Source: an optimization exercise on an open RTL-to-GDS flow (aim: small area). Production flows keep margins and buffers that such runs may drop.
In this exercise RTL edits were held to simulation tests only and were not proved equivalent to the original.
The clock input has no modelled driver; a real chip could not lean on it and would need a root buffer or a full tree.
No activity file was given, so power comes from the tool's default toggle rates.

==> flow/design.v (excerpt) <==
module TOP_Digital_Clock(
    input fpga_clk,
    input rstn,
    output wire [7:0] digit,
    output wire [6:0] seg
);
wire sec_tick;
wire scan_tick;
digital_clock_clk_gen inst_clk_gen(
    .fpga_clk(fpga_clk),
    .rstn(rstn),
    .sec_tick(sec_tick),
    .scan_tick(scan_tick)
);
Digital_Clock inst_Digital_Clock(
    .clk(fpga_clk),
    .rstn(rstn),
    .sec_tick(sec_tick),
    .scan_tick(scan_tick),
    .digit(digit),
    .seg(seg)
);
endmodule
Settings: LEC_CHECK=0, CAP_MARGIN=20, CORE_MARGIN=2, CORE_UTILIZATION=40, GPL_TIMING_DRIVEN=0, SLEW_MARGIN=20; clock period 10.0 ns.
standard.sh (not shown) runs the stock make flow with config.mk's settings and CLKGATE_MAP_FILE= SYNTH_SCRIPT=/design/flow/synth_recipe.tcl, a recipe that flattens the netlist after the stock synthesis.
==> flow/flow/run.sh <==
#!/bin/bash
# Own layout flow: the standard synthesis; its combinational logic re-mapped
# for area, or an own synthesis with the standard registers (names, cells),
# whichever is smaller; then the standard ORFS flow from floorplan to finish
# with small port buffers and a one-level clock tree of four buffers.
set -euo pipefail
W=$(pwd)
F=$W/flow
R=$W/orfs/results/sky130hd/TOP_Digital_Clock/base
LIB=$FLOW_HOME/platforms/sky130hd/lib/sky130_fd_sc_hd__tt_025C_1v80.lib
YOSYS=$(command -v yosys || echo $FLOW_HOME/../tools/install/yosys/bin/yosys)

bash standard.sh synth > std_synth.log 2>&1
cp $R/1_2_yosys.v $W/std_netlist.v

# candidates: (a) the standard netlist with its combinational logic re-mapped,
# (b) an own synthesis of the design whose registers are then given the
# standard synthesis's names and cell types. The smallest is laid out.
best=""; bestarea=""
consider() {  # consider NAME LOG NETLIST
  local a
  a=$(grep "Chip area for module" $2 | tail -1 | awk '{print $NF}')
  if [[ -n "$a" ]] && { [[ -z "$bestarea" ]] || python3 -c "import sys; sys.exit(0 if $a < $bestarea else 1)"; }; then
    best=$3; bestarea=$a
  fi
  echo "$1: ${a:-failed}" >> $W/reopt_choice.txt
}
: > $W/reopt_choice.txt
for s in $F/abc*.abc; do
  n=$(basename $s .abc)
  sed -e "s#@LIB@#$LIB#g" -e "s#@IN@#$W/std_netlist.v#" -e "s#@OUT@#$W/reopt_$n.v#" \
      -e "s#@ABC@#$s#" -e "s#@TOP@#$FLOW_TOP#" $F/reopt.ys.in > $W/reopt_$n.ys
  if $YOSYS -l $W/reopt_$n.log -q $W/reopt_$n.ys > /dev/null 2>&1; then
    consider reopt_$n $W/reopt_$n.log $W/reopt_$n.v
  fi
  sed -e "s#@LIB@#$LIB#g" -e "s#@DESIGN@#$FLOW_DESIGN#" -e "s#@OUT@#$W/own_$n.raw.v#" \
      -e "s#@ABC@#$s#" -e "s#@TOP@#$FLOW_TOP#" $F/synth_own.ys.in > $W/own_$n.ys
  if $YOSYS -l $W/own_$n.log -q $W/own_$n.ys > /dev/null 2>&1 && \
     python3 $F/match_regs.py $W/std_netlist.v $W/own_$n.raw.v $W/own_$n.v > $W/own_$n.match.log 2>&1; then
    consider own_$n $W/own_$n.log $W/own_$n.v
  fi
done
echo "chosen: $best ($bestarea um2)" | tee -a $W/reopt_choice.txt
if [[ -n "$best" ]]; then
  cp $best $R/1_2_yosys.v
  touch $R/1_2_yosys.v
  rm -f $R/1_synth.odb $R/1_synth.sdc
fi

export BUFFER_PORTS_ARGS="-buffer_cell sky130_fd_sc_hd__buf_1"
export CTS_ARGS="-sink_clustering_enable -repair_clock_nets -dont_use_dummy_load -buf_list sky130_fd_sc_hd__clkbuf_4 -root_buf sky130_fd_sc_hd__clkbuf_4"
export POST_CTS_TCL=$F/post_cts.tcl
export MY_CLK_NBUF=${MY_CLK_NBUF:-4} MY_CLK_BUF=${MY_CLK_BUF:-sky130_fd_sc_hd__clkbuf_4}
bash standard.sh finish > std_finish.log 2>&1
Other scripts of this flow, unchanged in this note and not shown: flow/flow/abc1.abc, flow/flow/abc2.abc, flow/flow/abc3.abc, flow/flow/abc_x10.abc, flow/flow/abc_x13.abc, flow/flow/abc_x4.abc, flow/flow/match_regs.py, flow/flow/post_cts.tcl, flow/flow/reopt.ys.in, flow/flow/synth_own.ys.in
==> next run, changes <==
- GPL_TIMING_DRIVEN: 0 -> default
Effect:
- The changed run completed with no timing, DRC or antenna violations
- global-route usage is higher by 0.13 points
- routed wire length is higher by a few percent
- setup slack gains 0.10 ns
- clock power is lower by a few percent
- register-to-register slack gains 0.20 ns
- final area is higher slightly
- clock skew is higher by 0.015 ns
- sequential power stays flat
- die area does not change
- via count is higher by a few percent
In every run of this note, the design's own scripts or RTL, not TritonCTS, make the clock network.

port drivers added, routing unchanged:
How much do the figures lean on ideal ports? The routed layouts below were timed once more, with nothing changed but the port constraints.
Step 1 (the two cells are an assumption about what drives the block):
set clk [get_ports {fpga_clk}]
set_driving_cell -lib_cell sky130_fd_sc_hd__clkbuf_16 $clk
set_driving_cell -lib_cell sky130_fd_sc_hd__buf_2 [delete_from_list [all_inputs] $clk]
Step 2 times the ports against the registers' clock, not the clock port: input delays grow and output delays shrink by t, the midpoint of the rising clock arrivals with the driver on.
Slacks: no drivers / after step 1 / after step 2; pairs: no drivers / after step 1.
run	shift t [ns]	setup WS [ns]	latest minus earliest clock arrival (ns)	worst register clock-pin slew, ns	worst data-port slew with drivers (ns)
the first run	0.185	5.213 / 5.171 / 5.356	0.032 / 0.032	0.10 / 0.10	0.03
the second run	0.188	5.316 / 5.273 / 5.461	0.047 / 0.047	0.11 / 0.11	0.03
After both steps every run listed still meets setup and hold.
